This design comes from an exercise in tuning for small area and a short achievable clock period on the open sky130 flow, not from production work. Function was checked by simulation only, so behaviour that the tests miss may differ from the original.

===== design/flow/standard.sh =====
#!/bin/bash
# synth_recipe.tcl (not shown) runs the flow's synth.tcl, then flattens the netlist and writes it again
# the make line also repeats each setting of config.mk as NAME=value (left out here)
make -C /OpenROAD-flow-scripts/flow DESIGN_CONFIG=/design/flow/config.mk WORK_HOME=/design/flow/orfs CLKGATE_MAP_FILE= SYNTH_SCRIPT=/design/flow/synth_recipe.tcl "${@:-finish}"

===== design/flow/constraint.sdc =====
create_clock -name core_clock -period 23.0 [get_ports {clk}]
set_input_delay 4.6000 -clock core_clock [delete_from_list [all_inputs] [get_ports {clk}]]
set_output_delay 4.6000 -clock core_clock [all_outputs]
set_load 0.01 [all_outputs]

===== design/flow/config.mk =====
export PLATFORM = sky130hd
export DESIGN_NAME = fp16_alu
export DESIGN_NICKNAME = fp16_alu
export VERILOG_FILES = /design/flow/design.v
export SDC_FILE = /design/flow/constraint.sdc
export NUM_CORES = 4
export LEC_CHECK = 0
export ABC_AREA = 1
export CAP_MARGIN = 20
export CORE_MARGIN = 2
export CORE_UTILIZATION = 40
export PLACE_DENSITY = 0.6
export SLEW_MARGIN = 20

===== design/flow/flow/run.sh =====
#!/bin/bash
# Standard layout with three changes:
#  - synthesis maps with an area-oriented ABC script (flow/abc_area.script,
#    used through ABC_AREA 1 from a copy of the ORFS scripts folder);
#  - timing repair aims for a setup slack of 15 ns, so that the achieved
#    clock period is short;
#  - the port buffers are the smallest buffer, buf_1 (repair may upsize them).
set -euo pipefail
here=$(pwd)
rm -rf "$here/scripts"
cp -r "$FLOW_HOME/scripts" "$here/scripts"
cp "$here/flow/abc_area.script" "$here/scripts/abc_area.script"
export SCRIPTS_DIR="$here/scripts"
export SETUP_SLACK_MARGIN=15
export BUFFER_PORTS_ARGS="-buffer_cell sky130_fd_sc_hd__buf_1"
bash standard.sh > standard_flow.log 2>&1

===== design/flow/design.v =====
`timescale 1ns/1ps
module fp_add (
  input  logic [15:0] iL,
  input  logic [15:0] iS,
  input  logic        hL,      
  input  logic        hS,      
  input  logic        eq,      
  input  logic [4:0]  rsv,     
  output logic        oS,
  output logic [4:0]  oE,
  output logic [9:0]  oM,
  output logic        oR
);
  logic [4:0] eL, eS;
  logic [10:0] mL, mS;
  logic sL, sS;
  assign eL = iL[14:10];
  assign eS = iS[14:10];
  assign sL = iL[15];
  assign sS = iS[15];
  assign mL = {hL, iL[9:0]};
  assign mS = {hS, iS[9:0]};
  logic res_nan, pos_inf, infinite;
  logic infL, infS;
  assign infL = &eL;
  assign infS = &eS;
  assign res_nan = (infL & infS & (sL ^ sS)) | (infL & |iL[9:0]) | (infS & |iS[9:0]);
  assign pos_inf = (infL & ~sL) | (infS & ~sS);
  assign infinite = infL | infS;
  logic far;
  assign far = rsv > 5'd12;
  logic [21:0] sh;
  assign sh = {mS, 11'b0} >> rsv[3:0];
  logic [13:0] x1;
  assign x1 = {sh[21:9], |sh[8:0]};
  logic X1s, X2s, eff_sub;
  assign X1s = sS & |sh[21:8];
  assign X2s = sL & |mL;
  assign eff_sub = X1s ^ X2s;
  logic [14:0] mag;
  assign mag = {1'b0, mL, 3'b0} + ({1'b0, x1} ^ {15{eff_sub}}) + {14'd0, eff_sub};
  logic sb1;
  assign sb1 = far ? sL : (X2s & ~(eff_sub & eq));
  logic [14:0] SUM;
  assign SUM = far ? {1'b0, mL, 3'b0} : mag;
  logic [3:0] LZ;
  always_comb begin
    LZ = 4'd12;
    for (int i = 3; i < 15; i++)
      if (SUM[i]) LZ = 4'(14 - i);
  end
  logic [4:0] exp1;
  logic [3:0] lsv;
  always_comb begin
    if (eL == 5'd0) begin
      exp1 = 5'd0;
      lsv = 4'd1;
    end else if ({1'b0, LZ} > eL) begin
      exp1 = 5'd0;
      lsv = eL[3:0];
    end else begin
      exp1 = eL - {1'b0, LZ} + 5'd1;
      lsv = LZ;
    end
  end
  logic [14:0] norm_man;
  assign norm_man = SUM << lsv;
  logic round;
  assign round = norm_man[3] & (norm_man[4] | |norm_man[2:0]);
  logic [4:0] E;
  assign E = norm_man[14] ? (exp1 | {4'd0, exp1 == 5'd0}) : 5'd0;
  always_comb begin
    if (res_nan) begin
      oS = 1'b1; oE = 5'h1f; oM = 10'h200; oR = 1'b0;
    end else if (infinite) begin
      oS = ~pos_inf; oE = 5'h1f; oM = 10'd0; oR = 1'b0;
    end else if (E == 5'h1f) begin
      oS = sb1; oE = (round & &norm_man[13:4]) ? 5'd0 : 5'h1f; oM = 10'd0; oR = 1'b0;
    end else begin
      oS = sb1; oE = E; oM = norm_man[13:4]; oR = round;
    end
  end
endmodule
`timescale 1ns/1ps
module fp_mult (
  input  logic [15:0] iA,
  input  logic [15:0] iB,
  input  logic        hA,      
  input  logic        hB,      
  output logic        oS,
  output logic [4:0]  oE,
  output logic [9:0]  oM,
  output logic        oR
);
  logic [4:0] eA, eB;
  assign eA = iA[14:10];
  assign eB = iB[14:10];
  logic [10:0] mA, mB;
  assign mA = {hA, iA[9:0]};
  assign mB = {hB, iB[9:0]};
  logic zero, res_nan, infA, infB;
  assign infA = &eA;
  assign infB = &eB;
  assign zero = ~|iA[14:0] | ~|iB[14:0];
  assign res_nan = (~|iA[14:0] & infB) | (~|iB[14:0] & infA) | (infA & |iA[9:0]) | (infB & |iB[9:0]);
  logic [21:0] P;
  mul11 u_m (.a(mA), .b(mB), .p(P));
  logic [3:0] lzs;
  always_comb begin
    lzs = 4'd11;
    for (int i = 0; i < 10; i++)
      if (iB[i]) lzs = 4'(10 - i);
    if (hB) lzs = 4'd0;
  end
  logic [3:0] tzA, tzB;
  always_comb begin
    tzA = 4'd11;
    for (int i = 10; i >= 0; i--)
      if (mA[i]) tzA = 4'(i);
    tzB = 4'd11;
    for (int i = 10; i >= 0; i--)
      if (mB[i]) tzB = 4'(i);
  end
  logic [5:0] X;
  assign X = {1'b0, eA[4:1], eA[0] | ~hA} + {1'b0, eB[4:1], eB[0] | ~hB};
  logic [6:0] D;
  assign D = {1'b0, X} - {3'b0, lzs};
  logic lim;      
  assign lim = D[6] | (D < 7'd15);
  logic [4:0] u;
  assign u = lim ? 5'(6'd25 - X) : 5'(4'd10 - lzs);
  logic [31:0] pext, q;
  assign pext = {P, 10'd0};
  assign q = pext >> u;
  logic n;
  assign n = ~q[21] & ~D[6] & (D > 7'd15);
  logic [11:0] w;
  assign w = n ? q[20:9] : q[21:10];
  logic [4:0] tz;
  assign tz = tzA + tzB;
  logic S;
  assign S = n ? (tz + 5'd1 < u) : (tz < u);
  logic rnd;
  assign rnd = w[0] & (w[1] | S);
  logic subn, infinite;
  assign subn = lim | (~q[21] & (D == 7'd15));
  assign infinite = (~D[6] & (q[21] ? (D > 7'd44) : (D > 7'd45))) | infA | infB;
  logic [4:0] E;
  assign E = subn ? 5'd0 : (q[21] ? 5'(D - 7'd14) : 5'(D - 7'd15));
  always_comb begin
    if (res_nan) begin
      oS = 1'b1; oE = 5'h1f; oM = 10'h200; oR = 1'b0;
    end else if (infinite) begin
      oS = iA[15] ^ iB[15]; oE = 5'h1f; oM = 10'd0; oR = 1'b0;
    end else if (zero) begin
      oS = iA[15] ^ iB[15]; oE = 5'd0; oM = 10'd0; oR = 1'b0;
    end else begin
      oS = iA[15] ^ iB[15]; oE = E; oM = w[10:1]; oR = rnd;
    end
  end
endmodule
module mul11 (input [10:0] a, input [10:0] b, output [21:0] p);
  localparam W=22;
  wire pp0_0 = a[0] & b[0];
  wire pp0_1 = a[0] & b[1];
  wire pp0_2 = a[0] & b[2];
  wire pp0_3 = a[0] & b[3];
  wire pp0_4 = a[0] & b[4];
  wire pp0_5 = a[0] & b[5];
  wire pp0_6 = a[0] & b[6];
  wire pp0_7 = a[0] & b[7];
  wire pp0_8 = a[0] & b[8];
  wire pp0_9 = a[0] & b[9];
  wire pp0_10 = a[0] & b[10];
  wire pp1_0 = a[1] & b[0];
  wire pp1_1 = a[1] & b[1];
  wire pp1_2 = a[1] & b[2];
  wire pp1_3 = a[1] & b[3];
  wire pp1_4 = a[1] & b[4];
  wire pp1_5 = a[1] & b[5];
  wire pp1_6 = a[1] & b[6];
  wire pp1_7 = a[1] & b[7];
  wire pp1_8 = a[1] & b[8];
  wire pp1_9 = a[1] & b[9];
  wire pp1_10 = a[1] & b[10];
  wire pp2_0 = a[2] & b[0];
  wire pp2_1 = a[2] & b[1];
  wire pp2_2 = a[2] & b[2];
  wire pp2_3 = a[2] & b[3];
  wire pp2_4 = a[2] & b[4];
  wire pp2_5 = a[2] & b[5];
  wire pp2_6 = a[2] & b[6];
  wire pp2_7 = a[2] & b[7];
  wire pp2_8 = a[2] & b[8];
  wire pp2_9 = a[2] & b[9];
  wire pp2_10 = a[2] & b[10];
  wire pp3_0 = a[3] & b[0];
  wire pp3_1 = a[3] & b[1];
  wire pp3_2 = a[3] & b[2];
  wire pp3_3 = a[3] & b[3];
  wire pp3_4 = a[3] & b[4];
  wire pp3_5 = a[3] & b[5];
  wire pp3_6 = a[3] & b[6];
  wire pp3_7 = a[3] & b[7];
  wire pp3_8 = a[3] & b[8];
  wire pp3_9 = a[3] & b[9];
  wire pp3_10 = a[3] & b[10];
  wire pp4_0 = a[4] & b[0];
  wire pp4_1 = a[4] & b[1];
  wire pp4_2 = a[4] & b[2];
  wire pp4_3 = a[4] & b[3];
  wire pp4_4 = a[4] & b[4];
  wire pp4_5 = a[4] & b[5];
  wire pp4_6 = a[4] & b[6];
  wire pp4_7 = a[4] & b[7];
  wire pp4_8 = a[4] & b[8];
  wire pp4_9 = a[4] & b[9];
  wire pp4_10 = a[4] & b[10];
  wire pp5_0 = a[5] & b[0];
  wire pp5_1 = a[5] & b[1];
  wire pp5_2 = a[5] & b[2];
  wire pp5_3 = a[5] & b[3];
  wire pp5_4 = a[5] & b[4];
  wire pp5_5 = a[5] & b[5];
  wire pp5_6 = a[5] & b[6];
  wire pp5_7 = a[5] & b[7];
  wire pp5_8 = a[5] & b[8];
  wire pp5_9 = a[5] & b[9];
  wire pp5_10 = a[5] & b[10];
  wire pp6_0 = a[6] & b[0];
  wire pp6_1 = a[6] & b[1];
  wire pp6_2 = a[6] & b[2];
  wire pp6_3 = a[6] & b[3];
  wire pp6_4 = a[6] & b[4];
  wire pp6_5 = a[6] & b[5];
  wire pp6_6 = a[6] & b[6];
  wire pp6_7 = a[6] & b[7];
  wire pp6_8 = a[6] & b[8];
  wire pp6_9 = a[6] & b[9];
  wire pp6_10 = a[6] & b[10];
  wire pp7_0 = a[7] & b[0];
  wire pp7_1 = a[7] & b[1];
  wire pp7_2 = a[7] & b[2];
  wire pp7_3 = a[7] & b[3];
  wire pp7_4 = a[7] & b[4];
  wire pp7_5 = a[7] & b[5];
  wire pp7_6 = a[7] & b[6];
  wire pp7_7 = a[7] & b[7];
  wire pp7_8 = a[7] & b[8];
  wire pp7_9 = a[7] & b[9];
  wire pp7_10 = a[7] & b[10];
  wire pp8_0 = a[8] & b[0];
  wire pp8_1 = a[8] & b[1];
  wire pp8_2 = a[8] & b[2];
  wire pp8_3 = a[8] & b[3];
  wire pp8_4 = a[8] & b[4];
  wire pp8_5 = a[8] & b[5];
  wire pp8_6 = a[8] & b[6];
  wire pp8_7 = a[8] & b[7];
  wire pp8_8 = a[8] & b[8];
  wire pp8_9 = a[8] & b[9];
  wire pp8_10 = a[8] & b[10];
  wire pp9_0 = a[9] & b[0];
  wire pp9_1 = a[9] & b[1];
  wire pp9_2 = a[9] & b[2];
  wire pp9_3 = a[9] & b[3];
  wire pp9_4 = a[9] & b[4];
  wire pp9_5 = a[9] & b[5];
  wire pp9_6 = a[9] & b[6];
  wire pp9_7 = a[9] & b[7];
  wire pp9_8 = a[9] & b[8];
  wire pp9_9 = a[9] & b[9];
  wire pp9_10 = a[9] & b[10];
  wire pp10_0 = a[10] & b[0];
  wire pp10_1 = a[10] & b[1];
  wire pp10_2 = a[10] & b[2];
  wire pp10_3 = a[10] & b[3];
  wire pp10_4 = a[10] & b[4];
  wire pp10_5 = a[10] & b[5];
  wire pp10_6 = a[10] & b[6];
  wire pp10_7 = a[10] & b[7];
  wire pp10_8 = a[10] & b[8];
  wire pp10_9 = a[10] & b[9];
  wire pp10_10 = a[10] & b[10];
  wire t1 = pp0_9 ^ pp1_8;
  wire t2 = pp0_9 & pp1_8;
  wire t3 = pp0_10 ^ pp1_9 ^ pp2_8;
  wire t4 = (pp0_10 & pp1_9) | (pp0_10 & pp2_8) | (pp1_9 & pp2_8);
  wire t5 = pp3_7 ^ pp4_6;
  wire t6 = pp3_7 & pp4_6;
  wire t7 = pp1_10 ^ pp2_9 ^ pp3_8;
  wire t8 = (pp1_10 & pp2_9) | (pp1_10 & pp3_8) | (pp2_9 & pp3_8);
  wire t9 = pp4_7 ^ pp5_6;
  wire t10 = pp4_7 & pp5_6;
  wire t11 = pp2_10 ^ pp3_9 ^ pp4_8;
  wire t12 = (pp2_10 & pp3_9) | (pp2_10 & pp4_8) | (pp3_9 & pp4_8);
  wire t13 = pp0_6 ^ pp1_5;
  wire t14 = pp0_6 & pp1_5;
  wire t15 = pp0_7 ^ pp1_6 ^ pp2_5;
  wire t16 = (pp0_7 & pp1_6) | (pp0_7 & pp2_5) | (pp1_6 & pp2_5);
  wire t17 = pp3_4 ^ pp4_3;
  wire t18 = pp3_4 & pp4_3;
  wire t19 = pp0_8 ^ pp1_7 ^ pp2_6;
  wire t20 = (pp0_8 & pp1_7) | (pp0_8 & pp2_6) | (pp1_7 & pp2_6);
  wire t21 = pp3_5 ^ pp4_4 ^ pp5_3;
  wire t22 = (pp3_5 & pp4_4) | (pp3_5 & pp5_3) | (pp4_4 & pp5_3);
  wire t23 = pp6_2 ^ pp7_1;
  wire t24 = pp6_2 & pp7_1;
  wire t25 = t1 ^ pp2_7 ^ pp3_6;
  wire t26 = (t1 & pp2_7) | (t1 & pp3_6) | (pp2_7 & pp3_6);
  wire t27 = pp4_5 ^ pp5_4 ^ pp6_3;
  wire t28 = (pp4_5 & pp5_4) | (pp4_5 & pp6_3) | (pp5_4 & pp6_3);
  wire t29 = pp7_2 ^ pp8_1 ^ pp9_0;
  wire t30 = (pp7_2 & pp8_1) | (pp7_2 & pp9_0) | (pp8_1 & pp9_0);
  wire t31 = t3 ^ t5 ^ pp5_5;
  wire t32 = (t3 & t5) | (t3 & pp5_5) | (t5 & pp5_5);
  wire t33 = pp6_4 ^ pp7_3 ^ pp8_2;
  wire t34 = (pp6_4 & pp7_3) | (pp6_4 & pp8_2) | (pp7_3 & pp8_2);
  wire t35 = pp9_1 ^ pp10_0 ^ t2;
  wire t36 = (pp9_1 & pp10_0) | (pp9_1 & t2) | (pp10_0 & t2);
  wire t37 = t7 ^ t9 ^ pp6_5;
  wire t38 = (t7 & t9) | (t7 & pp6_5) | (t9 & pp6_5);
  wire t39 = pp7_4 ^ pp8_3 ^ pp9_2;
  wire t40 = (pp7_4 & pp8_3) | (pp7_4 & pp9_2) | (pp8_3 & pp9_2);
  wire t41 = pp10_1 ^ t4 ^ t6;
  wire t42 = (pp10_1 & t4) | (pp10_1 & t6) | (t4 & t6);
  wire t43 = t11 ^ pp5_7 ^ pp6_6;
  wire t44 = (t11 & pp5_7) | (t11 & pp6_6) | (pp5_7 & pp6_6);
  wire t45 = pp7_5 ^ pp8_4 ^ pp9_3;
  wire t46 = (pp7_5 & pp8_4) | (pp7_5 & pp9_3) | (pp8_4 & pp9_3);
  wire t47 = pp10_2 ^ t8 ^ t10;
  wire t48 = (pp10_2 & t8) | (pp10_2 & t10) | (t8 & t10);
  wire t49 = pp3_10 ^ pp4_9 ^ pp5_8;
  wire t50 = (pp3_10 & pp4_9) | (pp3_10 & pp5_8) | (pp4_9 & pp5_8);
  wire t51 = pp6_7 ^ pp7_6 ^ pp8_5;
  wire t52 = (pp6_7 & pp7_6) | (pp6_7 & pp8_5) | (pp7_6 & pp8_5);
  wire t53 = pp9_4 ^ pp10_3 ^ t12;
  wire t54 = (pp9_4 & pp10_3) | (pp9_4 & t12) | (pp10_3 & t12);
  wire t55 = pp4_10 ^ pp5_9 ^ pp6_8;
  wire t56 = (pp4_10 & pp5_9) | (pp4_10 & pp6_8) | (pp5_9 & pp6_8);
  wire t57 = pp7_7 ^ pp8_6 ^ pp9_5;
  wire t58 = (pp7_7 & pp8_6) | (pp7_7 & pp9_5) | (pp8_6 & pp9_5);
  wire t59 = pp5_10 ^ pp6_9 ^ pp7_8;
  wire t60 = (pp5_10 & pp6_9) | (pp5_10 & pp7_8) | (pp6_9 & pp7_8);
  wire t61 = pp0_4 ^ pp1_3;
  wire t62 = pp0_4 & pp1_3;
  wire t63 = pp0_5 ^ pp1_4 ^ pp2_3;
  wire t64 = (pp0_5 & pp1_4) | (pp0_5 & pp2_3) | (pp1_4 & pp2_3);
  wire t65 = pp3_2 ^ pp4_1;
  wire t66 = pp3_2 & pp4_1;
  wire t67 = t13 ^ pp2_4 ^ pp3_3;
  wire t68 = (t13 & pp2_4) | (t13 & pp3_3) | (pp2_4 & pp3_3);
  wire t69 = pp4_2 ^ pp5_1 ^ pp6_0;
  wire t70 = (pp4_2 & pp5_1) | (pp4_2 & pp6_0) | (pp5_1 & pp6_0);
  wire t71 = t15 ^ t17 ^ pp5_2;
  wire t72 = (t15 & t17) | (t15 & pp5_2) | (t17 & pp5_2);
  wire t73 = pp6_1 ^ pp7_0 ^ t14;
  wire t74 = (pp6_1 & pp7_0) | (pp6_1 & t14) | (pp7_0 & t14);
  wire t75 = t19 ^ t21 ^ t23;
  wire t76 = (t19 & t21) | (t19 & t23) | (t21 & t23);
  wire t77 = pp8_0 ^ t16 ^ t18;
  wire t78 = (pp8_0 & t16) | (pp8_0 & t18) | (t16 & t18);
  wire t79 = t25 ^ t27 ^ t29;
  wire t80 = (t25 & t27) | (t25 & t29) | (t27 & t29);
  wire t81 = t20 ^ t22 ^ t24;
  wire t82 = (t20 & t22) | (t20 & t24) | (t22 & t24);
  wire t83 = t31 ^ t33 ^ t35;
  wire t84 = (t31 & t33) | (t31 & t35) | (t33 & t35);
  wire t85 = t26 ^ t28 ^ t30;
  wire t86 = (t26 & t28) | (t26 & t30) | (t28 & t30);
  wire t87 = t37 ^ t39 ^ t41;
  wire t88 = (t37 & t39) | (t37 & t41) | (t39 & t41);
  wire t89 = t32 ^ t34 ^ t36;
  wire t90 = (t32 & t34) | (t32 & t36) | (t34 & t36);
  wire t91 = t43 ^ t45 ^ t47;
  wire t92 = (t43 & t45) | (t43 & t47) | (t45 & t47);
  wire t93 = t38 ^ t40 ^ t42;
  wire t94 = (t38 & t40) | (t38 & t42) | (t40 & t42);
  wire t95 = t49 ^ t51 ^ t53;
  wire t96 = (t49 & t51) | (t49 & t53) | (t51 & t53);
  wire t97 = t44 ^ t46 ^ t48;
  wire t98 = (t44 & t46) | (t44 & t48) | (t46 & t48);
  wire t99 = t55 ^ t57 ^ pp10_4;
  wire t100 = (t55 & t57) | (t55 & pp10_4) | (t57 & pp10_4);
  wire t101 = t50 ^ t52 ^ t54;
  wire t102 = (t50 & t52) | (t50 & t54) | (t52 & t54);
  wire t103 = t59 ^ pp8_7 ^ pp9_6;
  wire t104 = (t59 & pp8_7) | (t59 & pp9_6) | (pp8_7 & pp9_6);
  wire t105 = pp10_5 ^ t56 ^ t58;
  wire t106 = (pp10_5 & t56) | (pp10_5 & t58) | (t56 & t58);
  wire t107 = pp6_10 ^ pp7_9 ^ pp8_8;
  wire t108 = (pp6_10 & pp7_9) | (pp6_10 & pp8_8) | (pp7_9 & pp8_8);
  wire t109 = pp9_7 ^ pp10_6 ^ t60;
  wire t110 = (pp9_7 & pp10_6) | (pp9_7 & t60) | (pp10_6 & t60);
  wire t111 = pp7_10 ^ pp8_9 ^ pp9_8;
  wire t112 = (pp7_10 & pp8_9) | (pp7_10 & pp9_8) | (pp8_9 & pp9_8);
  wire t113 = pp0_3 ^ pp1_2;
  wire t114 = pp0_3 & pp1_2;
  wire t115 = t61 ^ pp2_2 ^ pp3_1;
  wire t116 = (t61 & pp2_2) | (t61 & pp3_1) | (pp2_2 & pp3_1);
  wire t117 = t63 ^ t65 ^ pp5_0;
  wire t118 = (t63 & t65) | (t63 & pp5_0) | (t65 & pp5_0);
  wire t119 = t67 ^ t69 ^ t64;
  wire t120 = (t67 & t69) | (t67 & t64) | (t69 & t64);
  wire t121 = t71 ^ t73 ^ t68;
  wire t122 = (t71 & t73) | (t71 & t68) | (t73 & t68);
  wire t123 = t75 ^ t77 ^ t72;
  wire t124 = (t75 & t77) | (t75 & t72) | (t77 & t72);
  wire t125 = t79 ^ t81 ^ t76;
  wire t126 = (t79 & t81) | (t79 & t76) | (t81 & t76);
  wire t127 = t83 ^ t85 ^ t80;
  wire t128 = (t83 & t85) | (t83 & t80) | (t85 & t80);
  wire t129 = t87 ^ t89 ^ t84;
  wire t130 = (t87 & t89) | (t87 & t84) | (t89 & t84);
  wire t131 = t91 ^ t93 ^ t88;
  wire t132 = (t91 & t93) | (t91 & t88) | (t93 & t88);
  wire t133 = t95 ^ t97 ^ t92;
  wire t134 = (t95 & t97) | (t95 & t92) | (t97 & t92);
  wire t135 = t99 ^ t101 ^ t96;
  wire t136 = (t99 & t101) | (t99 & t96) | (t101 & t96);
  wire t137 = t103 ^ t105 ^ t100;
  wire t138 = (t103 & t105) | (t103 & t100) | (t105 & t100);
  wire t139 = t107 ^ t109 ^ t104;
  wire t140 = (t107 & t109) | (t107 & t104) | (t109 & t104);
  wire t141 = t111 ^ pp10_7 ^ t108;
  wire t142 = (t111 & pp10_7) | (t111 & t108) | (pp10_7 & t108);
  wire t143 = pp8_10 ^ pp9_9 ^ pp10_8;
  wire t144 = (pp8_10 & pp9_9) | (pp8_10 & pp10_8) | (pp9_9 & pp10_8);
  wire t145 = pp0_2 ^ pp1_1;
  wire t146 = pp0_2 & pp1_1;
  wire t147 = t113 ^ pp2_1 ^ pp3_0;
  wire t148 = (t113 & pp2_1) | (t113 & pp3_0) | (pp2_1 & pp3_0);
  wire t149 = t115 ^ pp4_0 ^ t114;
  wire t150 = (t115 & pp4_0) | (t115 & t114) | (pp4_0 & t114);
  wire t151 = t117 ^ t62 ^ t116;
  wire t152 = (t117 & t62) | (t117 & t116) | (t62 & t116);
  wire t153 = t119 ^ t66 ^ t118;
  wire t154 = (t119 & t66) | (t119 & t118) | (t66 & t118);
  wire t155 = t121 ^ t70 ^ t120;
  wire t156 = (t121 & t70) | (t121 & t120) | (t70 & t120);
  wire t157 = t123 ^ t74 ^ t122;
  wire t158 = (t123 & t74) | (t123 & t122) | (t74 & t122);
  wire t159 = t125 ^ t78 ^ t124;
  wire t160 = (t125 & t78) | (t125 & t124) | (t78 & t124);
  wire t161 = t127 ^ t82 ^ t126;
  wire t162 = (t127 & t82) | (t127 & t126) | (t82 & t126);
  wire t163 = t129 ^ t86 ^ t128;
  wire t164 = (t129 & t86) | (t129 & t128) | (t86 & t128);
  wire t165 = t131 ^ t90 ^ t130;
  wire t166 = (t131 & t90) | (t131 & t130) | (t90 & t130);
  wire t167 = t133 ^ t94 ^ t132;
  wire t168 = (t133 & t94) | (t133 & t132) | (t94 & t132);
  wire t169 = t135 ^ t98 ^ t134;
  wire t170 = (t135 & t98) | (t135 & t134) | (t98 & t134);
  wire t171 = t137 ^ t102 ^ t136;
  wire t172 = (t137 & t102) | (t137 & t136) | (t102 & t136);
  wire t173 = t139 ^ t106 ^ t138;
  wire t174 = (t139 & t106) | (t139 & t138) | (t106 & t138);
  wire t175 = t141 ^ t110 ^ t140;
  wire t176 = (t141 & t110) | (t141 & t140) | (t110 & t140);
  wire t177 = t143 ^ t112 ^ t142;
  wire t178 = (t143 & t112) | (t143 & t142) | (t112 & t142);
  wire t179 = pp9_10 ^ pp10_9 ^ t144;
  wire t180 = (pp9_10 & pp10_9) | (pp9_10 & t144) | (pp10_9 & t144);
  wire [21:0] ra = {1'b0, pp10_10, t179, t177, t175, t173, t171, t169, t167, t165, t163, t161, t159, t157, t155, t153, t151, t149, t147, t145, pp0_1, pp0_0};
  wire [21:0] rb = {1'b0, t180, t178, t176, t174, t172, t170, t168, t166, t164, t162, t160, t158, t156, t154, t152, t150, t148, t146, pp2_0, pp1_0, 1'b0};
  wire [21:0] g0 = ra & rb, p0 = ra ^ rb;
  wire bg1 = g0[1] | (p0[1] & g0[0]);
  wire bp1 = p0[1] & p0[0];
  wire bg2 = g0[3] | (p0[3] & g0[2]);
  wire bp2 = p0[3] & p0[2];
  wire bg3 = g0[5] | (p0[5] & g0[4]);
  wire bp3 = p0[5] & p0[4];
  wire bg4 = g0[7] | (p0[7] & g0[6]);
  wire bp4 = p0[7] & p0[6];
  wire bg5 = g0[9] | (p0[9] & g0[8]);
  wire bp5 = p0[9] & p0[8];
  wire bg6 = g0[11] | (p0[11] & g0[10]);
  wire bp6 = p0[11] & p0[10];
  wire bg7 = g0[13] | (p0[13] & g0[12]);
  wire bp7 = p0[13] & p0[12];
  wire bg8 = g0[15] | (p0[15] & g0[14]);
  wire bp8 = p0[15] & p0[14];
  wire bg9 = g0[17] | (p0[17] & g0[16]);
  wire bp9 = p0[17] & p0[16];
  wire bg10 = g0[19] | (p0[19] & g0[18]);
  wire bp10 = p0[19] & p0[18];
  wire bg11 = g0[21] | (p0[21] & g0[20]);
  wire bp11 = p0[21] & p0[20];
  wire bg12 = bg2 | (bp2 & bg1);
  wire bp12 = bp2 & bp1;
  wire bg13 = bg4 | (bp4 & bg3);
  wire bp13 = bp4 & bp3;
  wire bg14 = bg6 | (bp6 & bg5);
  wire bp14 = bp6 & bp5;
  wire bg15 = bg8 | (bp8 & bg7);
  wire bp15 = bp8 & bp7;
  wire bg16 = bg10 | (bp10 & bg9);
  wire bp16 = bp10 & bp9;
  wire bg17 = bg13 | (bp13 & bg12);
  wire bp17 = bp13 & bp12;
  wire bg18 = bg15 | (bp15 & bg14);
  wire bp18 = bp15 & bp14;
  wire bg19 = bg18 | (bp18 & bg17);
  wire bp19 = bp18 & bp17;
  wire bg20 = bg14 | (bp14 & bg17);
  wire bp20 = bp14 & bp17;
  wire bg21 = bg16 | (bp16 & bg19);
  wire bp21 = bp16 & bp19;
  wire bg22 = bg3 | (bp3 & bg12);
  wire bp22 = bp3 & bp12;
  wire bg23 = bg5 | (bp5 & bg17);
  wire bp23 = bp5 & bp17;
  wire bg24 = bg7 | (bp7 & bg20);
  wire bp24 = bp7 & bp20;
  wire bg25 = bg9 | (bp9 & bg19);
  wire bp25 = bp9 & bp19;
  wire bg26 = bg11 | (bp11 & bg21);
  wire bp26 = bp11 & bp21;
  wire bg27 = g0[2] | (p0[2] & bg1);
  wire bp27 = p0[2] & bp1;
  wire bg28 = g0[4] | (p0[4] & bg12);
  wire bp28 = p0[4] & bp12;
  wire bg29 = g0[6] | (p0[6] & bg22);
  wire bp29 = p0[6] & bp22;
  wire bg30 = g0[8] | (p0[8] & bg17);
  wire bp30 = p0[8] & bp17;
  wire bg31 = g0[10] | (p0[10] & bg23);
  wire bp31 = p0[10] & bp23;
  wire bg32 = g0[12] | (p0[12] & bg20);
  wire bp32 = p0[12] & bp20;
  wire bg33 = g0[14] | (p0[14] & bg24);
  wire bp33 = p0[14] & bp24;
  wire bg34 = g0[16] | (p0[16] & bg19);
  wire bp34 = p0[16] & bp19;
  wire bg35 = g0[18] | (p0[18] & bg25);
  wire bp35 = p0[18] & bp25;
  wire bg36 = g0[20] | (p0[20] & bg21);
  wire bp36 = p0[20] & bp21;
  assign p[0] = p0[0];
  assign p[1] = p0[1] ^ g0[0];
  assign p[2] = p0[2] ^ bg1;
  assign p[3] = p0[3] ^ bg27;
  assign p[4] = p0[4] ^ bg12;
  assign p[5] = p0[5] ^ bg28;
  assign p[6] = p0[6] ^ bg22;
  assign p[7] = p0[7] ^ bg29;
  assign p[8] = p0[8] ^ bg17;
  assign p[9] = p0[9] ^ bg30;
  assign p[10] = p0[10] ^ bg23;
  assign p[11] = p0[11] ^ bg31;
  assign p[12] = p0[12] ^ bg20;
  assign p[13] = p0[13] ^ bg32;
  assign p[14] = p0[14] ^ bg24;
  assign p[15] = p0[15] ^ bg33;
  assign p[16] = p0[16] ^ bg19;
  assign p[17] = p0[17] ^ bg34;
  assign p[18] = p0[18] ^ bg25;
  assign p[19] = p0[19] ^ bg35;
  assign p[20] = p0[20] ^ bg21;
  assign p[21] = p0[21] ^ bg36;
endmodule
`timescale 1ns/1ps
module flpcomp (
  input  logic [15:0] iA,
  input  logic [15:0] iB,
  output logic [15:0] oL,      
  output logic [15:0] oS,      
  output logic        oEq,     
  output logic [4:0]  oRsv,    
  output logic        oMaxL,   
  output logic        oHL,     
  output logic        oHS      
);
  logic lt;
  assign lt = iA[14:0] < iB[14:0];
  assign oEq = iA[14:0] == iB[14:0];
  assign oL = lt ? iB : iA;
  assign oS = lt ? iA : iB;
  logic ha, hb;
  assign ha = |iA[14:10];
  assign hb = |iB[14:10];
  assign oHL = lt ? hb : ha;
  assign oHS = lt ? ha : hb;
  logic [4:0] ea, eb, dab, dba;
  assign ea = {iA[14:11], iA[10] | ~ha};
  assign eb = {iB[14:11], iB[10] | ~hb};
  assign dab = ea - eb;
  assign dba = eb - ea;
  assign oRsv = lt ? dba : dab;
  logic pick_b;
  always_comb begin
    case ({iA[15], iB[15]})
      2'b00:   pick_b = lt;
      2'b01:   pick_b = 1'b0;
      2'b10:   pick_b = 1'b1;
      default: pick_b = ~lt;
    endcase
  end
  assign oMaxL = pick_b == lt;
endmodule
`timescale 1ns/1ps
module fp16_alu (
  input  wire        clk,
  input  wire [1:0]  op,
  input  wire [15:0] a,
  input  wire [15:0] b,
  output wire [15:0] z
);
  wire [15:0] b_in = (op == 2'd3) ? {~b[15], b[14:0]} : b;
  wire [15:0] l_in, s_in;
  wire eq_in, maxl_in, hl_in, hs_in;
  wire [4:0] rsv_in;
  flpcomp u_ord (.iA(a), .iB(b_in), .oL(l_in), .oS(s_in), .oEq(eq_in), .oRsv(rsv_in), .oMaxL(maxl_in),
                 .oHL(hl_in), .oHS(hs_in));
  reg [1:0]  op_q;
  reg [15:0] l_q, s_q;
  reg        eq_q, maxl_q, hl_q, hs_q;
  reg [4:0]  rsv_q;
  reg        zs_q, r_q;
  reg [14:0] em_q;
  wire as, ar, ms, mr;
  wire [4:0] ae, me;
  wire [9:0] am, mm;
  wire [15:0] max_z = maxl_q ? l_q : s_q;
  fp_add  u_add (.iL(l_q), .iS(s_q), .hL(hl_q), .hS(hs_q), .eq(eq_q), .rsv(rsv_q), .oS(as), .oE(ae), .oM(am), .oR(ar));
  fp_mult u_mul (.iA(l_q), .iB(s_q), .hA(hl_q), .hB(hs_q), .oS(ms), .oE(me), .oM(mm), .oR(mr));
  always @(posedge clk) begin
    op_q   <= op;
    l_q    <= l_in;
    s_q    <= s_in;
    eq_q   <= eq_in;
    maxl_q <= maxl_in;
    hl_q   <= hl_in;
    hs_q   <= hs_in;
    rsv_q  <= rsv_in;
    case (op_q)
      2'd1: begin
        zs_q <= ms; em_q <= {me, mm}; r_q <= mr;
      end
      2'd2: begin
        zs_q <= max_z[15]; em_q <= max_z[14:0]; r_q <= 1'b0;
      end
      default: begin
        zs_q <= as; em_q <= {ae, am}; r_q <= ar;
      end
    endcase
  end
  assign z = {zs_q, em_q + {14'd0, r_q}};
endmodule

===== design/flow/flow/abc_area.script =====
strash
&get -n
&fraig -x
&put
scorr
dc2
strash
dch -f
map -a
topo
stime -c
buffer -c
upsize -c
dnsize -c

==> results of run 1 <==
[synthesized netlist by cell type (all sizes together), types with 21 or more instances]
cell type    n  area (sq um)
nand2      298          1140
inv        285          1070
nor2       265          1010
o21ai      187           973
a21oi      116           584
ha         104          1300
fa          97          1940
dfxtp       60          1200
clkbuf      50           188
xor2        40           358
nand3       36           190
o211ai      21           158
[kinds of logic (layout without fill, tap and decap cells)]
group | after synthesis | in the layout | synth area share
AO/OA/AOI/OAI | 395 | 395 | 0.204
adder cells (fa/ha/maj) | 201 | 201 | 0.286
flip-flops | 60 | 60 | 0.106
buffers and inverters | 359 | 459 | 0.123
AND/OR/NAND/NOR | 657 | 659 | 0.238
XOR/XNOR | 53 | 53 | 0.0416
multiplexers | 3 | 3 | 0.00265
[flip-flops by register name, indices dropped and copies added (netlist names)]
| signal | count |
|---|---|
| em_q | 15 |
| eq_q | 1 |
| hl_q | 1 |
| hs_q | 1 |
| l_q | 16 |
| maxl_q | 1 |
| op_q | 2 |
| r_q | 1 |
| rsv_q | 5 |
| s_q | 16 |
| zs_q | 1 |
[per-layer routing]
metal	GRT usage	routed length, um	vias up	part of all wire
met5	0	0	-	0
met4	0.0647	940	0	0.026
met3	0.0346	2180	66	0.060
met2	0.393	16700	387	0.46
met1	0.331	16300	5486	0.45
li1	-	-	5775	-
[worst max-delay path, delay by kind of cell, from the launching register on]
| family | cells | cell delay (ns) |
|---|---|---|
| AOI/OAI and AO/OA | 16 | 2.22 |
| buffers and inverters | 9 | 0.87 |
| and+or+nand+nor | 32 | 3.46 |
| adders and majority gates | 3 | 0.57 |
| DFF | 1 | 0.35 |
[repair_timing]
item | in CTS | in global routing
setup buffers | 25 | 72
gates cloned | 1 | 2
resized for setup | 49 | 186
pin swaps | 4 | 70
endpoints found under the setup margin | 16 | 16
[layout make-up]
class,count,share of cell area
Sequential cell,60,0.0931
Clock buffer,9,0.0166
Multi-Input combinational cell,1311,0.689
Timing Repair inverter,1,0.000368
Timing Repair Buffer,151,0.0724
Inverter,291,0.0866
Clock inverter,7,0.00727
Tap cell,378,0.0348
[final timing paths]
path,from,to,slack (ns),cells after the start
worst max-delay path,rsv_q[0],em_q[8],15.33,60
worst min-delay path,l_q[15],zs_q,0.60,2
worst max register to register,rsv_q[0],em_q[8],15.33,60
worst min register to register,l_q[15],zs_q,0.60,2
==> flow_summary_export.csv, run 1 <==
group,metric,value,unit
outcome,status,"complete, no violations",
routing,ant_nets,0,
clock_network,cts_buffers,9,
finish,post-route-util,0.488,
critical_path,cp_slowest_stage_delay,0.35,ns
finish,final_nets,2061,
sta,slew_violations,0,
grt,grt_pass1_wl,55700,um
finish,regArea,0.00127,sq mm
critical_path,cp.required,23.22,ns
finish,synthToLayoutAreaGrowth,19.9,%
sta,hold_ws,0.596,ns
finish,diodes,0,
grt,antenna_found_initial,0,
clock_network,ctsHoldBuffers,0,
synthesis,synthArstFlopShare,0,
clock_network,cts_root_buffer,"clkbuf_16",
floorplanning,die_y,172,um
sta,layout_min_cycle_time,7.67,ns
floorplanning,num_rows,61,
synthesis,syn_area,0.0113,sq mm
critical_path,crit_path_frequent_cell,"nand2_1",
place,placed_area,0.0117,sq mm
critical_path,critPathLaunchType,"flip-flop",
routing,wl,36100,um
routing,vias,11700,
synthesis,syn_avg_cell_area,6.57,sq um
critical_path,cp-end-kind,"flip-flop",
grt,first_global_vias,10800,
clock_network,htree_levels,3,
finish,multiInputGateArea,0.00937,sq mm
floorplanning,core,0.0279,sq mm
critical_path,critPathKind,"flip-flop to flip-flop",
place,gp_congestion,0.952,
sta,final-hold-violation-count,0,
floorplanning,io_pins,51,
finish,drive_gt1_frac,0.174,
synthesis,synth_edf_count,0,
critical_path,crit_arrival,7.90,ns
place,portBuffers,50,
synthesis,synth-main-ff-cell,"dfxtp_1",
clock_network,clkTransAtPathRegs,0.06,ns
place,dp_cells,2092,
run,maxCapViolations,0,
routing,dr.first_iter.drc_count,917,
place,dp_slack,14.19,ns
sta,setup_viol,0,
grt,grt_overflow,0,
finish,stdcell_area,0.0136,sq mm
clock_network,clock_path_buffers,2,
place,hpwl,27900,um
sta,period_share,0.334,
routing,avgRoutedWirePerCell,16.4,um
finish,layout_commonest_cell,"nand2_1",
finish,fillers,2825,
sta,finalWorstSetupSlack,15.33,ns
sta,max_slew_margin,0.507,
synthesis,syn_nets,1964,
sta,fin_worst_skew,0.00684,ns
finish,final_cell_mix,"nand2_1 (277), inv_1 (253), nor2_1 (240)",
sta,tns,0,ns
sta,max_freq,0.130,GHz
clock_network,cts_tree,"done",
grt,grt_max_degree,74,
floorplanning,initial_core_util,0.407,
synthesis,synth_cells,1728,
synthesis,yosysWarnings,4,
routing,firstDrtPassIters,8,
routing,viasPerCell,5.31,
critical_path,critPathSlowestCell,"dfxtp_4",
synthesis,ys_ff_latch,60,
grt,grt.total_usage,0.240,
synthesis,yosysUniqueCellTypes,62,
floorplanning,dieArea,0.0297,sq mm
clock_network,clock_sinks,60,
floorplanning,die_w,172,um
synthesis,yosysSeqAreaShare,0.106,
min_path,min_path_type,"flip-flop to flip-flop",
sta,worst_pin_slew,0.737,ns
critical_path,crit_path_max_fanout,8,
finish,instances_no_fill,2208,
clock_network,clk_latency,0.34,ns
sta,rsz0062_at_grt,"yes",
routing,drc_errors,0,
==> inputs of run 2 (changes only) <==
--- a/design/flow/design.v
+++ b/design/flow/design.v
@@ -101,10 +101,10 @@
   logic zero, res_nan, infA, infB;
   assign infA = &eA;
   assign infB = &eB;
-  assign zero = ~|iA[14:0] | ~|iB[14:0];
-  assign res_nan = (~|iA[14:0] & infB) | (~|iB[14:0] & infA) | (infA & |iA[9:0]) | (infB & |iB[9:0]);
+  assign zero = ~|iB[14:0] | ~hA;
+  assign res_nan = (~|iB[14:0] & infA) | (infA & |iA[9:0]) | (infB & |iB[9:0]);
   logic [21:0] P;
-  mul11 u_m (.a(mA), .b(mB), .p(P));
+  mul11 u_m (.a({1'b1, iA[9:0]}), .b(mB), .p(P));
   logic [3:0] lzs;
   always_comb begin
     lzs = 4'd11;
==> design/flow/flow/run.sh (replaced) <==
#!/bin/bash
# Standard layout with two changes:
#  - timing repair aims for a setup slack of 15.25 ns, so that the achieved
#    clock period is short;
#  - the port buffers are the smallest buffer, buf_1 (repair may upsize them).
set -euo pipefail
export SETUP_SLACK_MARGIN=15.25
export BUFFER_PORTS_ARGS="-buffer_cell sky130_fd_sc_hd__buf_1"
bash standard.sh > standard_flow.log 2>&1
removed: design/flow/flow/abc_area.script
==> run 2 against run 1 <==
Effect of this change: utilization decreased by 5.0 points; worst hold slack gained 0.12 ns; final cell count is 7.7% higher; via count increased by 6.9%; sequential share of layout area is 0.051 points higher; setup slack better by 0.34 ns; critical path type unchanged; first-iteration DRC count grew 36%; still clean; register-to-register slack improved by 0.34 ns; clock skew increased by 0.0057 ns.
==> flow_summary_export.csv, run 2 <==
group,metric,value,unit
synthesis,yosys.area.top_type,"nand2_1",
place,gp_congestion,0.935,
synthesis,yosysSeqAreaShare,0.0975,
finish,stdcell_area,0.0133,sq mm
clock_network,clk_latency,0.34,ns
routing,drc_errors,0,
clock_network,cts_root_buffer,"clkbuf_16",
floorplanning,die_w,180,um
run,maxCapViolations,0,
synthesis,syn_area,0.0123,sq mm
routing,vias,12500,
synthesis,synthArstFlopShare,0,
synthesis,netlist_top_cells_count,"nand2_1 (533), inv_1 (369), nand3_1 (141)",
grt,grt.total_usage,0.224,
critical_path,cpLargestDelayFamily,"adder cells",
grt,grt_pass1_wl,59700,um
critical_path,cp.required,23.26,ns
critical_path,critPathLaunchType,"flip-flop",
min_path,min_path_type,"flip-flop to flip-flop",
synthesis,ys_ff_latch,60,
sta,worst_pin_slew,0.907,ns
sta,max_freq,0.136,GHz
floorplanning,initial_core_util,0.405,
place,placed_area,0.0127,sq mm
outcome,status,"complete, no violations",
synthesis,synth-main-ff-cell,"dfxtp_1",
critical_path,crit_path_frequent_cell,"inv_1",
critical_path,crit_path_max_fanout,10,
sta,slew_violations,0,
place,hpwl,29200,um
finish,post-route-util,0.439,
critical_path,rrSetupSlack,15.67,ns
grt,first_global_vias,11800,
sta,period_share,0.319,
floorplanning,core,0.0304,sq mm
critical_path,cp.buffers_inverters,9,
critical_path,cp-end-kind,"flip-flop",
routing,wl,36900,um
routing,firstDrtPassIters,6,
synthesis,synth_edf_count,0,
grt,grt_overflow,0,
finish,fillers,3191,
critical_path,critPathSlowestCell,"fa_2",
clock_network,clock_sinks,60,
finish,final_cell_mix,"nand2_1 (529), inv_1 (367), nand3_1 (141)",
critical_path,cp_slowest_stage_delay,0.57,ns
synthesis,syn_nets,2193,
finish,final_nets,2213,
critical_path,critPathKind,"flip-flop to flip-flop",
finish,diodes,0,
clock_network,htree_levels,3,
place,portBuffers,50,
synthesis,yosysUniqueCellTypes,60,
finish,layout_commonest_cell,"nand2_1",
routing,avgRoutedWirePerCell,15.5,um
routing,viasPerCell,5.26,
sta,max_slew_margin,0.394,
synthesis,synth_cells,1957,
grt,antenna_found_initial,0,
finish,synthToLayoutAreaGrowth,8.28,%
sta,setup_viol,0,
finish,drive_gt1_frac,0.0711,
place,dp_slack,14.51,ns
synthesis,synth_most_common_cell,"nand2_1",
finish,top_regs,"l_q: 16 flops, s_q: 16 flops, em_q: 15 flops",
floorplanning,io_pins,51,
clock_network,clkTransAtPathRegs,0.06,ns
sta,fin_worst_skew,0.0126,ns
critical_path,crit_arrival,7.59,ns
clock_network,cts_tree,"done",
sta,layout_min_cycle_time,7.33,ns
synthesis,syn_avg_cell_area,6.30,sq um
synthesis,synth_top_area_frac,0.162,
synthesis,synth_area_leaders,"nand2_1 (16%), fa_1 (16%), inv_1 (11%), ha_1 (11%), dfxtp_1 (9.7%)",
synthesis,yosysWarnings,4,
sta,final-hold-violation-count,0,
floorplanning,die_y,180,um
routing,dr.first_iter.drc_count,1247,
clock_network,clock_path_buffers,2,
floorplanning,dieArea,0.0322,sq mm
sta,finalWorstSetupSlack,15.67,ns
grt,grt_max_degree,49,
routing,ant_nets,0,
clock_network,cts_buffers,9,
floorplanning,num_rows,64,
sta,rsz0062_at_grt,"no",
sta,tns,0,ns
run 2: metal layers:
metal	share of wire	wire length [um]	GRT usage	vias up
li1	-	-	-	6242
met1	0.47	17300	0.316	5741
met2	0.45	16700	0.366	479
met3	0.061	2260	0.0241	58
met4	0.017	637	0.0576	0
met5	0	0	0	-
run 2: what timing repair did:
| item | 4_1_cts | 5_1_grt |
|---|---|---|
| setup buffers | 0 | 21 |
| resized for setup | 22 | 35 |
| hold buffers | 0 | 0 |
| pin swaps | 0 | 8 |
| setup endpoints to repair | 16 | 16 |
run 2: logic make-up after synthesis:
logic type	count (synthesis)	share of synthesized area
simple gates	881	0.310
mux	8	0.00650
xor+xnor	54	0.0384
fa+ha+maj	201	0.263
compound gates	296	0.140
buf+inv	457	0.145
flops	60	0.0975
run 2: final timing paths:
kind,from,to,cells past startpoint
setup / recovery,s_q[9],em_q[0],37
hold / removal,l_q[15],zs_q,2
setup reg to reg,s_q[9],em_q[0],37
hold reg to reg,l_q[15],zs_q,2
run 2: layout make-up:
type | count | area (sq um) | area share
clock buffers | 9 | 225 | 0.0169
clock inverters | 7 | 75.1 | 0.00563
inverters | 384 | 1450 | 0.108
multi-input cells | 1440 | 9400 | 0.705
flip-flops and latches | 60 | 1250 | 0.0936
well taps | 396 | 495 | 0.0371
repair buffers | 82 | 448 | 0.0336
run 2: metrics by stage:
| step | hold slack [ns] | cells |
|---|---|---|
| floorplan | 0.561 | 1957 |
| global placement | 0.686 | 2341 |
| detailed placement | 0.699 | 2341 |
| CTS | 0.693 | 2357 |
| global route | 0.745 | 2378 |
| finish | 0.719 | 2378 |
run 2: worst reg2reg max path: cells and delay by family, from the launching register on:
family          cells  cell delay [ns]
flops               1             0.41
compound gates      9             1.29
fa+ha+maj           7             3.24
simple gates       11             1.27
xor+xnor            1             0.18
buf+inv             9             0.84
==> inputs of run 3 (changes only) <==
==> design/flow/flow/run.sh (replaced) <==
#!/bin/bash
# Standard layout with two changes:
#  - timing repair aims for a setup slack of 15.75 ns, so that the achieved
#    clock period is short;
#  - the port buffers are the smallest buffer, buf_1 (repair may upsize them).
set -euo pipefail
export SETUP_SLACK_MARGIN=15.75
export BUFFER_PORTS_ARGS="-buffer_cell sky130_fd_sc_hd__buf_1"
bash standard.sh > standard_flow.log 2>&1
==> run 3 against run 2 <==
Effect of this change: still clean; maximum frequency is 4.2% higher; critical path depth is 28 lower; utilization is 1.9 points higher; global-route usage is 0.36 points higher; worst hold slack better by 0.0044 ns; register-to-register slack better by 0.39 ns; clock skew is 0.0028 ns lower; setup slack better by 0.29 ns; critical endpoint is now z[14].
==> flow_summary_export.csv, run 3 <==
group,metric,value,unit
clock_network,clock_path_buffers,2,
synthesis,synth_top_area_frac,0.162,
synthesis,netlist_top_cells_count,"nand2_1 (533), inv_1 (369), nand3_1 (141)",
floorplanning,core,0.0304,sq mm
synthesis,synth_xor_area_frac,0.0384,
routing,drc_errors,0,
clock_network,cts_tree,"done",
finish,layout_commonest_cell,"nand2_1",
sta,setup_viol,0,
sta,worst_pin_slew,1.02,ns
routing,viasPerCell,5.24,
synthesis,synth_compound_area_frac,0.140,
grt,grtUsageMet1,0.316,
critical_path,cp.required,18.40,ns
grt,top_usage_layer,"met2",
critical_path,cp.buffers_inverters,1,
synthesis,yosysWarnings,4,
critical_path,critPathSlowestCell,"nor4_1",
sta,final-hold-violation-count,0,
floorplanning,dieArea,0.0322,sq mm
routing,wl,38100,um
floorplanning,initial_core_util,0.405,
critical_path,rr_worst_depth,36,
critical_path,crit_path_frequent_cell,"nand3_1",
critical_path,critPathKind,"flip-flop to primary output",
synthesis,synth_most_common_cell,"nand2_1",
synthesis,synth_adder_area_share,0.263,
synthesis,syn_avg_cell_area,6.30,sq um
grt,grt_max_degree,49,
finish,top_regs,"l_q: 16 flops, s_q: 16 flops, em_q: 15 flops",
place,hpwl,29200,um
grt,met2_usage,0.372,
finish,diodes,0,
sta,period_share,0.306,
outcome,status,"complete, no violations",
clock_network,clock_sinks,60,
critical_path,critPathLaunchType,"flip-flop",
clock_network,cts_buffers,9,
finish,final_cell_mix,"nand2_1 (525), inv_1 (357), nand3_1 (139)",
finish,instances_no_fill,2414,
critical_path,r2r_start,"l_q[1]",
clock_network,clk_latency,0.34,ns
sta,rsz0062_at_grt,"yes",
place,dp_slack,14.51,ns
grt,grt.total_usage,0.228,
synthesis,synth_cells,1957,
critical_path,crit_chain,"ha_1, ha_1, nand3_1, nor4_1, nand3_1, nor3_1, nand3_1, xnor2_1, buf_1",
synthesis,synth_edf_count,0,
min_path,hold_end,"em_q[14]",
synthesis,yosys.area.top_type,"nand2_1",
place,portBuffers,50,
synthesis,yosysSeqAreaShare,0.0975,
critical_path,cp.depth,9,
finish,fillers,3148,
floorplanning,num_rows,64,
grt,grt_pass1_wl,60400,um
synthesis,ys_ff_latch,60,
synthesis,yosysUniqueCellTypes,60,
synthesis,syn_area,0.0123,sq mm
routing,ant_nets,0,
critical_path,cp-end-kind,"primary output",
finish,final_nets,2249,
clock_network,htree_levels,3,
place,dp_cells,2341,
critical_path,rr_endpoint,"em_q[2]",
critical_path,cpLargestDelayFamily,"simple AND/OR/NAND/NOR gates",
sta,layout_min_cycle_time,7.04,ns
clock_network,clkTransAtPathRegs,0.06,ns
finish,synthToLayoutAreaGrowth,13.0,%
sta,fin_worst_skew,0.00976,ns
grt,grt_overflow,0,
routing,avgRoutedWirePerCell,15.8,um
sta,max_slew_margin,0.318,
critical_path,crit_arrival,2.44,ns
routing,firstDrtPassIters,6,
sta,tns,0,ns
sta,finalWorstSetupSlack,15.96,ns
sta,max_freq,0.142,GHz
synthesis,synth_top_family_by_area,"simple AND/OR/NAND/NOR gates",
grt,antenna_found_initial,0,
min_path,holdPathStages,4,
routing,dr.first_iter.drc_count,1267,
critical_path,crit_path_max_fanout,3,
synthesis,synthMuxAreaShare,0.00650,
clock_network,cts_root_buffer,"clkbuf_16",
finish,drive_gt1_frac,0.111,
critical_path,rrSetupSlack,16.06,ns
floorplanning,die_w,180,um
min_path,worstHoldStart,"s_q[14]",
place,gp_congestion,0.935,
synthesis,synth_area_leaders,"nand2_1 (16%), fa_1 (16%), inv_1 (11%), ha_1 (11%), dfxtp_1 (9.7%)",
clock_network,ctsHoldBuffers,0,
floorplanning,io_pins,51,
critical_path,cp_slowest_stage_delay,0.36,ns
synthesis,synthArstFlopShare,0,
finish,post-route-util,0.458,
synthesis,syn_nets,2193,
run,maxCapViolations,0,
critical_path,startpoint,"r_q",
routing,vias,12600,
grt,grt_util_met3,0.0271,
synthesis,synth-main-ff-cell,"dfxtp_1",
sta,slew_violations,0,
synthesis,synth-simple-area-share,0.310,
floorplanning,die_y,180,um
min_path,min_path_type,"flip-flop to flip-flop",
grt,first_global_vias,11900,
==> run 3: cell counts after synthesis <==
No cell type changed its count.
==> run 3: cell families (layout without fill, tap and decap cells) <==
| family | Yosys count | after routing |
|---|---|---|
| xor+xnor | 54 | 54 |
| mux | 8 | 8 |
| compound gates | 296 | 296 |
| buf+inv | 457 | 517 |
| fa+ha+maj | 201 | 201 |
| simple gates | 881 | 882 |
| flops | 60 | 60 |
==> run 3: timing repair <==
item / 4_1_cts / 5_1_grt
buffers inserted: 18 / 38
cloned: 0 / 1
setup endpoints to repair: 16 / 20
gates resized for setup: 42 / 95
pin swaps: 6 / 49
==> run 3: routing by layer <==
layer	vias to the layer above	part of all wire
li1	6313	-
met4	0	0.029
met2	467	0.45
met1	5786	0.46
met5	-	0
met3	72	0.060
==> run 3: area by class of cell <==
class / count / area, sq um / share of cell area
inverter: 384 / 1460 / 0.105
multi-input combinational: 1441 / 9660 / 0.694
timing repair buffer: 117 / 742 / 0.0533
sequential: 60 / 1270 / 0.0910
tap: 396 / 495 / 0.0356
clock buffer: 9 / 225 / 0.0162
clock inverter: 7 / 75.1 / 0.00539
==> run 3: worst max-delay path by stage <==
stage / to
floorplan: em_q[0]
global placement: em_q[0]
detailed placement: em_q[0]
CTS: em_q[0]
global route: em_q[3]
finish: z[14]
==> run 3: metrics by stage <==
step / area (sq um) / hold WS, ns
final: 13900 / 0.724
after global routing: 13900 / 0.747
after CTS: 13300 / 0.693
after detailed placement: 12700 / 0.699
after global placement: 12700 / 0.686
after floorplan: 12300 / 0.561
==> run 3: tightest hold or removal path: cells and delay by family (launching register included) <==
kind | cells | cell delay, ns
flip-flops | 1 | 0.36
AND/OR/NAND/NOR | 2 | 0.14
AO/OA/AOI/OAI | 1 | 0.10
buffers and inverters | 1 | 0.08
==> inputs of run 4 (changes only) <==
==> design/flow/flow/run.sh (replaced) <==
#!/bin/bash
# Standard layout with two changes:
#  - timing repair aims for a setup slack of 15.5 ns, so that the achieved
#    clock period is short;
#  - the port buffers are the smallest buffer, buf_1 (repair may upsize them).
set -euo pipefail
export SETUP_SLACK_MARGIN=15.5
export BUFFER_PORTS_ARGS="-buffer_cell sky130_fd_sc_hd__buf_1"
bash standard.sh > standard_flow.log 2>&1
==> run 4 against run 3 <==
Effect of this change: still clean; setup slack lost 0.048 ns; sequential share of layout area grew 0.22 points; clock-buffer cell count is the same; routed wire length shrank 2.4%; non-clock buffer count shrank 29; via count shrank 0.97%; clock skew grew 0.0039 ns; critical path type is now flip-flop to flip-flop.
==> flow_summary_export.csv, run 4 <==
group,metric,value,unit
finish,synthToLayoutAreaGrowth,9.24,%
grt,grt_max_degree,49,
critical_path,rr_endpoint,"em_q[2]",
grt,grt.total_usage,0.225,
outcome,status,"complete, no violations",
synthesis,syn_area,0.0123,sq mm
clock_network,ctsHoldBuffers,0,
critical_path,rrSetupSlack,15.91,ns
sta,tns,0,ns
synthesis,synth_xor_area_frac,0.0384,
synthesis,synth_compound_area_frac,0.140,
clock_network,clock_path_buffers,2,
critical_path,crit_path_max_fanout,8,
clock_network,htree_levels,3,
synthesis,syn_nets,2193,
grt,grt_pass1_wl,59800,um
finish,layout_commonest_cell,"nand2_1",
critical_path,critPathKind,"flip-flop to flip-flop",
grt,antenna_found_initial,0,
floorplanning,io_pins,51,
clock_network,clock_sinks,60,
sta,fin_worst_skew,0.0137,ns
critical_path,r2r_start,"l_q[1]",
floorplanning,num_rows,64,
sta,setup_viol,0,
finish,diodes,0,
critical_path,endpoint,"em_q[2]",
critical_path,cp-end-kind,"flip-flop",
routing,dr.first_iter.drc_count,1224,
synthesis,yosysWarnings,4,
critical_path,cp.buffers_inverters,7,
synthesis,yosys.area.top_type,"nand2_1",
routing,wl_met1,17300,um
finish,top_regs,"l_q: 16 flops, s_q: 16 flops, em_q: 15 flops",
routing,drc_errors,0,
synthesis,synth_top_area_frac,0.162,
routing,viasPerCell,5.25,
floorplanning,dieArea,0.0322,sq mm
routing,wl_met2,16700,um
routing,ant_nets,0,
routing,wl_met3,2290,um
synthesis,synth_top_family_by_area,"simple AND/OR/NAND/NOR gates",
synthesis,synth_cells,1957,
run,maxCapViolations,0,
sta,period_share,0.308,
sta,max_slew_margin,0.391,
sta,rsz0062_at_grt,"yes",
synthesis,ys_ff_latch,60,
floorplanning,initial_core_util,0.405,
routing,firstDrtPassIters,6,
clock_network,cts_buffers,9,
clock_network,cts_root_buffer,"clkbuf_16",
synthesis,yosysUniqueCellTypes,60,
critical_path,startpoint,"l_q[1]",
critical_path,rr_worst_depth,36,
synthesis,synth_adder_area_share,0.263,
synthesis,synthMuxAreaShare,0.00650,
sta,final-hold-violation-count,0,
routing,wl,37100,um
routing,vias,12500,
grt,first_global_vias,11800,
critical_path,crit_path_frequent_cell,"inv_1",
critical_path,cpLargestDelayFamily,"adder cells",
synthesis,synth_edf_count,0,
sta,slew_violations,0,
grt,grt_overflow,0,
critical_path,cp.required,23.26,ns
min_path,min_path_type,"flip-flop to flip-flop",
sta,max_freq,0.141,GHz
finish,final_cell_mix,"nand2_1 (527), inv_1 (366), nand3_1 (141)",
floorplanning,core,0.0304,sq mm
place,gp_congestion,0.935,
place,portBuffers,50,
critical_path,crit_arrival,7.35,ns
finish,drive_gt1_frac,0.0800,
clock_network,cts_tree,"done",
critical_path,critPathSlowestCell,"fa_2",
clock_network,clkTransAtPathRegs,0.06,ns
min_path,worstHoldStart,"l_q[15]",
floorplanning,die_y,180,um
sta,worst_pin_slew,0.911,ns
floorplanning,die_w,180,um
routing,maxUsedRoutingLayer,"met4",
synthesis,synth_area_leaders,"nand2_1 (16%), fa_1 (16%), inv_1 (11%), ha_1 (11%), dfxtp_1 (9.7%)",
synthesis,synth_most_common_cell,"nand2_1",
clock_network,clk_latency,0.34,ns
synthesis,netlist_top_cells_count,"nand2_1 (533), inv_1 (369), nand3_1 (141)",
critical_path,cp_slowest_stage_delay,0.57,ns
finish,final_nets,2219,
routing,avgRoutedWirePerCell,15.6,um
synthesis,syn_avg_cell_area,6.30,sq um
critical_path,cp.depth,36,
synthesis,yosysSeqAreaShare,0.0975,
critical_path,critPathLaunchType,"flip-flop",
synthesis,synth-simple-area-share,0.310,
sta,layout_min_cycle_time,7.09,ns
synthesis,synthArstFlopShare,0,
synthesis,synth-main-ff-cell,"dfxtp_1",
finish,post-route-util,0.442,
place,hpwl,29200,um
-- run 4: cell types whose count changed in the layout (fill, tap and decap cells not counted), moves of 4 or more --
cell / previous run / this run
dfxtp_2: 2 / 7
o21ai_0: 123 / 127
ha_1: 95 / 103
buf_6: 7 / 1
inv_1: 357 / 366
ha_4: 8 / 1
buf_4: 58 / 34
a21oi_1: 63 / 67
dfxtp_4: 17 / 12
inv_2: 20 / 12
-- run 4: logic make-up (layout without fill, tap and decap cells) --
kind of cell	count (synthesis)	after routing
adders and majority gates	201	201
DFF	60	60
muxes	8	8
and+or+nand+nor	881	881
AOI/OAI and AO/OA	296	296
xor gates and xnor gates	54	54
buffers and inverters	457	488
-- run 4: stage by stage --
step	hold slack (ns)	area, sq um	setup WS [ns]	std cells
after floorplan	0.561	12300	15.92	1957
after global placement	0.686	12700	14.58	2341
after detailed placement	0.699	12700	14.51	2341
after CTS	0.693	13100	15.52	2358
after global routing	0.744	13500	15.48	2384
final	0.709	13500	15.91	2384
-- run 4: layout make-up --
| class | count | area (sq um) |
|---|---|---|
| inverters | 384 | 1450 |
| clock inverters | 7 | 75.1 |
| clock buffers | 9 | 225 |
| flip-flops and latches | 60 | 1250 |
| fillers | 3187 | 17000 |
| repair buffers | 88 | 499 |
| well taps | 396 | 495 |
| multi-input cells | 1440 | 9460 |
-- run 4: how the worst min path moves through the flow --
stage               end  slack (ns)  cells after the start
3_5_place_dp       zs_q        0.70                      2
4_1_cts            zs_q        0.69                      2
6_report           zs_q        0.71                      2
5_1_grt            zs_q        0.74                      2
3_3_place_gp       zs_q        0.69                      2
2_1_floorplan  em_q[14]        0.56                      4
-- run 4: worst min-delay path, stage by stage, from the launching register on --
cell and delay (ns):
dfxtp_1 0.35, o21ai_0 0.17, o221ai_1 0.13
-- run 4: repair_timing --
item | CTS | global route
gates resized for setup | 32 | 43
pin swaps | 2 | 10
endpoints found under the setup margin | 16 | 16
setup buffers | 1 | 26
-- run 4: per-layer routing --
layer | up-vias | track usage
li1 | 6248 | -
met1 | 5762 | 0.317
met2 | 445 | 0.367
met3 | 60 | 0.0241
met4 | 0 | 0.0576
met5 | - | 0

==> separate check: timing with driven ports <==
The results above use ideal ports. As a check the final layouts listed here were re-extracted and re-timed, cells and wires unchanged. Step 1 sets driving cells, clkbuf_16 on the clock port and buf_2 on the other inputs (assumed; they add their load-dependent delay and slew). Step 2 moves the port delays by t, midway between the first and last clock arrival at a register: inputs arrive t later, outputs are due t later. That takes back most of the time a late clock gives input paths. Slacks: ideal / step 1 / step 2; pairs: ideal / step 1.
run	shift t [ns]	slack for setup (ns)	worst slew at a driven data input, ns
run 1	0.379	15.325 / 15.325 / 15.325	0.03
run 2	0.380	15.668 / 15.668 / 15.610	0.04
run 3	0.382	15.961 / 15.915 / 15.797	0.04
run 4	0.380	15.913 / 15.913 / 15.607	0.04
After both steps setup and hold are still met in every run listed. The setup slack of run 4, which loses most, moves by 0.000 ns with the drivers and by -0.306 ns with both steps.
